From an optimization exercise on the open Yosys and OpenROAD flow, aimed at small area; shortcuts taken in it are not production practice.
Only simulation tests tie the RTL to the original design; equivalence was not proved.

== old ==
==> flow/design.v <==
module top(
	clock, KEY,
	SW, LEDR_o,
	HEX0_o, HEX1_o, HEX2_o, HEX3_o, HEX4_o, HEX5_o
);
	input wire clock;
	input wire [3:0] KEY;
	input wire [9:0] SW;
	output wire [9:0] LEDR_o;
	output wire [6:0] HEX0_o, HEX1_o, HEX2_o, HEX3_o, HEX4_o, HEX5_o;
	function [6:0] dec7;
		input [3:0] g;
		reg [127:0] t;
		begin
			t = 128'h0e062146030810007802121930247940;
			dec7 = t[{g, 3'b000} +: 7];
		end
	endfunction
	function [3:0] rom;
		input [1:0] m;
		input [3:0] a;
		reg [63:0] t;
		begin
			case (m)
				2'd0: t = 64'h1111_1111_1111_1111;
				2'd3: t = 64'h2481_2821_8421_8481;
				default: t = 64'h2418_2182_8481_8241;
			endcase
			rom = t[{a, 2'b00} +: 4];
		end
	endfunction
	localparam [2:0] S_INIT = 3'b000, S_SETUP = 3'b001, S_PF = 3'b010, S_PU = 3'b011,
	                 S_NR = 3'b100, S_RES = 3'b101, S_CHK = 3'b110, S_PUE = 3'b111;
	reg [2:0] state, next_state;
	wire st_init = (state == S_INIT);
	wire st_setup = (state == S_SETUP);
	wire st_pf = (state == S_PF);
	wire st_pu = (state == S_PU) | (state == S_PUE);
	wire st_nr = (state == S_NR);
	wire st_res = (state == S_RES);
	wire r2 = st_init | st_nr;
	reg [1:0] level;
	reg [1:0] map;
	reg [3:0] target;
	reg [3:0] round;
	reg [3:0] tempo;
	reg [3:0] cnt;
	reg done;
	reg mism;
	reg [3:0] last;
	reg [3:0] k1, k2;
	reg [2:0] c8;
	reg [2:0] c5;
	reg [4:0] c25;
	reg [6:0] c83;
	wire win = (round == target);
	wire w25 = (c25 == 5'b10100);
	wire w83 = (c83 == 7'b0010100);
	wire p4is1 = ~c8[1] & c8[0];
	wire tick5 = p4is1 & c5[2];
	wire tick2 = tick5 & w25;
	wire tick1 = ~c8[2] & c8[1] & c8[0] & c5[2] & w25;
	wire tick3 = p4is1 & w83;
	always @(*) begin
		case (state)
			S_INIT: next_state = S_SETUP;
			S_SETUP: next_state = SW[0] ? S_PF : S_SETUP;
			S_PF: next_state = done ? S_PU : S_PF;
			S_PU: next_state = done ? S_CHK : ((tick1 & tempo[3]) ? S_PUE : S_PU);
			S_PUE: next_state = done ? S_CHK : S_RES;
			S_CHK: next_state = mism ? S_RES : S_NR;
			S_NR: next_state = win ? S_RES : S_PF;
			default: next_state = S_RES;
		endcase
	end
	always @(posedge clock)
		if (SW[1]) state <= S_INIT;
		else state <= next_state;
	always @(posedge clock) begin
		if (st_init) begin
			c8 <= 3'd0;
			c5 <= 3'd0;
			c25 <= 5'd0;
			c83 <= 7'd0;
		end else begin
			c8 <= c8 + 3'd1;
			c5 <= {c5[1] & c5[0], c5[1] ^ c5[0], ~c5[0] & ~c5[2]};
			if (c5[2]) c25 <= w25 ? 5'd0 : {c25[3:0], ~(c25[4] ^ c25[2])};
			c83 <= w83 ? 7'd0 : {c83[5:0], ~(c83[6] ^ c83[5])};
		end
	end
	reg speed;
	always @(*)
		case (level)
			2'd0: speed = tick5;
			2'd1: speed = tick1;
			2'd2: speed = tick2;
			default: speed = tick3;
		endcase
	always @(posedge clock) begin
		if (st_init) level <= 2'd0;
		else if (st_setup) level <= SW[9:8];
		if (st_init | st_setup) begin
			map <= SW[7:6];
			target <= SW[5:2];
		end
	end
	always @(posedge clock) begin
		k1 <= ~KEY;
		k2 <= k1;
	end
	wire [3:0] nbtn = k1 & ~k2;
	wire press = |nbtn;
	always @(posedge clock)
		if (st_init) round <= 4'd1;
		else if (st_nr & ~win) round <= round + 4'd1;
	always @(posedge clock)
		if (r2) tempo <= 4'd0;
		else if (st_pu & tick1) tempo <= tempo[3] ? 4'd0 : tempo + 4'd1;
	wire [3:0] sym = rom(map, cnt);
	wire step = (st_pf & speed) | (st_pu & press);
	wire [3:0] cnt1 = cnt + 4'd1;
	always @(posedge clock) begin
		if (r2 | (st_pf & done)) begin
			cnt <= 4'd0;
			done <= 1'b0;
		end else if (step) begin
			cnt <= cnt1;
			done <= (cnt1 == round);
		end
		if (step) last <= st_pf ? sym : nbtn;
		if (r2) mism <= 1'b0;
		else if (st_pu & press & ~done & (nbtn != sym)) mism <= 1'b1;
	end
	wire has = done | (cnt != 4'd0);
	assign LEDR_o[3:0] = (st_pf & has) ? last : 4'b0000;
	assign LEDR_o[4] = st_pf;
	assign LEDR_o[5] = st_pu;
	assign LEDR_o[9:6] = (st_pu & has) ? last : 4'b0000;
	assign HEX5_o = st_res ? (win ? 7'b011_1110 : 7'b111_0001) : 7'b011_1000;
	assign HEX4_o = st_res ? (win ? 7'b110_1101 : 7'b111_0001) : dec7({2'b00, level});
	assign HEX3_o = st_res ? (win ? 7'b111_1001 : 7'b110_1111) : 7'b111_1000;
	wire [6:0] d12 = dec7(st_res ? {level, round[3:2]} : tempo);
	assign HEX2_o = st_res ? (win ? 7'b101_0000 : 7'b111_0111) : d12;
	assign HEX1_o = st_res ? d12 : 7'b101_0000;
	assign HEX0_o = dec7(st_res ? {round[1:0], map} : round);
endmodule
export LEC_CHECK = 0
export ABC_AREA = 1
export CAP_MARGIN = 20
export CORE_MARGIN = 2
export CORE_UTILIZATION = 40
export SLEW_MARGIN = 20
create_clock -name core_clock -period 10.0 [get_ports {clock}]
standard.sh (not shown) runs the stock make flow with config.mk's settings and CLKGATE_MAP_FILE= SYNTH_SCRIPT=/design/flow/synth_recipe.tcl, a recipe that flattens the netlist after the stock synthesis.
==> flow/flow/run.sh <==
#!/bin/bash
# Layout flow: the standard flow (standard.sh), with these changes.
#  1. Synthesis is the standard synthesis, except that ABC maps the logic
#     with an area-oriented script (no buffering or upsizing) and the adder
#     step (extract_fa) is skipped. It is run once per flow/abc_*.script,
#     each in its own folder under trials/, and the run whose netlist has the
#     smallest cell area (buffers left out, as placement removes them) is
#     copied to orfs/ for the rest of the flow. Registers come from the same
#     dfflibmap step as in the standard synthesis in every run, so they keep
#     their names and cell types.
#  2. Port buffering uses sky130_fd_sc_hd__buf_1 (every port still gets
#     its own buffer).
#  3. CTS uses clkbuf_8 for the root and the tree and inserts no dummy loads.
# Each step's full output goes to a log file in this folder (trials/*/synth.log,
# synth_pick.log, layout.log) besides ORFS's own logs.
set -euo pipefail
W=$(pwd)
LIB="$FLOW_HOME/platforms/sky130hd/lib/sky130_fd_sc_hd__tt_025C_1v80.lib"
rm -rf "$W/trials"
mkdir -p "$W/trials"
names=()
for s in "$W"/flow/abc_*.script; do
  n=$(basename "$s" .script)
  names+=("$n")
  T="$W/trials/$n"
  mkdir -p "$T"
  cp -r "$FLOW_HOME/scripts" "$T/scripts"
  cp "$s" "$T/scripts/abc_area.script"
done
run_trial() {
  local T="$W/trials/$1"
  bash "$W/standard.sh" "WORK_HOME=$T/orfs" "SCRIPTS_DIR=$T/scripts" ADDER_MAP_FILE= synth > "$T/synth.log" 2>&1 || true
}
jobs_max=${NUM_CORES:-4}
for n in "${names[@]}"; do
  while (( $(jobs -rp | wc -l) >= jobs_max )); do sleep 2; done
  run_trial "$n" &
done
wait
best=""
best_area=""
: > "$W/synth_pick.log"
for n in "${names[@]}"; do
  v="$W/trials/$n/orfs/results/sky130hd/top/base/1_2_yosys.v"
  o="$W/trials/$n/orfs/results/sky130hd/top/base/1_synth.odb"
  if [[ -f "$v" && -f "$o" ]]; then
    a=$(python3 "$W/flow/area.py" "$LIB" "$v")
    echo "$n $a" >> "$W/synth_pick.log"
    if [[ -z "$best" ]] || python3 -c "import sys; sys.exit(0 if float('$a') < float('$best_area') else 1)"; then
      best="$n"; best_area="$a"
    fi
  else
    echo "$n failed" >> "$W/synth_pick.log"
  fi
done
echo "picked $best $best_area" >> "$W/synth_pick.log"
[[ -n "$best" ]]
rm -rf "$W/orfs"
cp -a "$W/trials/$best/orfs" "$W/orfs"
export BUFFER_PORTS_ARGS="-buffer_cell sky130_fd_sc_hd__buf_1"
export CTS_ARGS="-sink_clustering_enable -repair_clock_nets -dont_use_dummy_load -buf_list sky130_fd_sc_hd__clkbuf_8 -root_buf sky130_fd_sc_hd__clkbuf_8"
bash "$W/standard.sh" "CTS_ARGS=$CTS_ARGS" "BUFFER_PORTS_ARGS=$BUFFER_PORTS_ARGS" finish > "$W/layout.log" 2>&1
Other scripts of this flow, unchanged in this note and not shown: flow/flow/abc_a1.script, flow/flow/abc_a2.script, flow/flow/abc_a3.script, flow/flow/abc_a4.script, flow/flow/abc_a5.script, flow/flow/abc_a6.script, flow/flow/abc_a7.script, flow/flow/abc_a8.script, flow/flow/area.py
## Diff of input files: new against old
--- a/flow/design.v
+++ b/flow/design.v
@@ -118,7 +118,9 @@
 		if (r2) tempo <= 4'd0;
 		else if (st_pu & tick1) tempo <= tempo[3] ? 4'd0 : tempo + 4'd1;
 	wire [3:0] sym = rom(map, cnt);
-	wire step = (st_pf & speed) | (st_pu & press);
+	wire step_f = st_pf & speed & ~done;
+	wire step_u = st_pu & press & ~done;
+	wire step = step_f | step_u;
 	wire [3:0] cnt1 = cnt + 4'd1;
 	always @(posedge clock) begin
 		if (r2 | (st_pf & done)) begin
@@ -130,7 +132,7 @@
 		end
 		if (step) last <= st_pf ? sym : nbtn;
 		if (r2) mism <= 1'b0;
-		else if (st_pu & press & ~done & (nbtn != sym)) mism <= 1'b1;
+		else if (step_u & (nbtn != sym)) mism <= 1'b1;
 	end
 	wire has = done | (cnt != 4'd0);
 	assign LEDR_o[3:0] = (st_pf & has) ? last : 4'b0000;
Results
new: flow completed, timing, DRC and antenna clean. Going from old to new, worst setup timing slack at the placement stage went up; slew at the pin closest to its max-slew limit went down. In the reports for old and new, the larger synthesized cell count belongs to new. Relative to old, final worst clock skew decreased by 9.5 ps in new. Number of inserted filler cells in the final layout, old and new, lower one = old. Clock latency reported for the late side of the worst-skew pair of new is on par with old. Cmp new vs old: filler-free cell count of the finished design higher in new. NOTE total detailed-routing wirelength old->new increased by a few percent. Going from old to new, overall die area grew slightly. On layout-stage area growth over the synthesis result, old and new are neck and neck. new against old: vertical die dimension increased by 0.41% relative to the old numbers; length of routed met3 wiring now sits lower.

## static timing again, ports no longer ideal
Ports are ideal in the flow. The routed layouts listed here were re-timed in OpenROAD. Step 1, drivers: a clkbuf_16 drives clock and a buf_2 each remaining input, both assumed. Step 2, shift: input delay + t, output delay - t, t = (earliest + latest rising clock arrival at the registers) / 2. This alone moves slack from input paths to output paths. Slacks: ideal / step 1 / step 2; pairs: ideal / step 1.
run | t, ns | setup slack, ns | clock arrival spread, ns | pins driven straight from the clock port
old | 0.319 | 3.415 / 3.386 / 3.704 | 0.032 / 0.031 | 1
new | 0.319 | 4.170 / 4.139 / 4.458 | 0.023 / 0.023 | 1
After both steps every run listed still meets setup and hold.
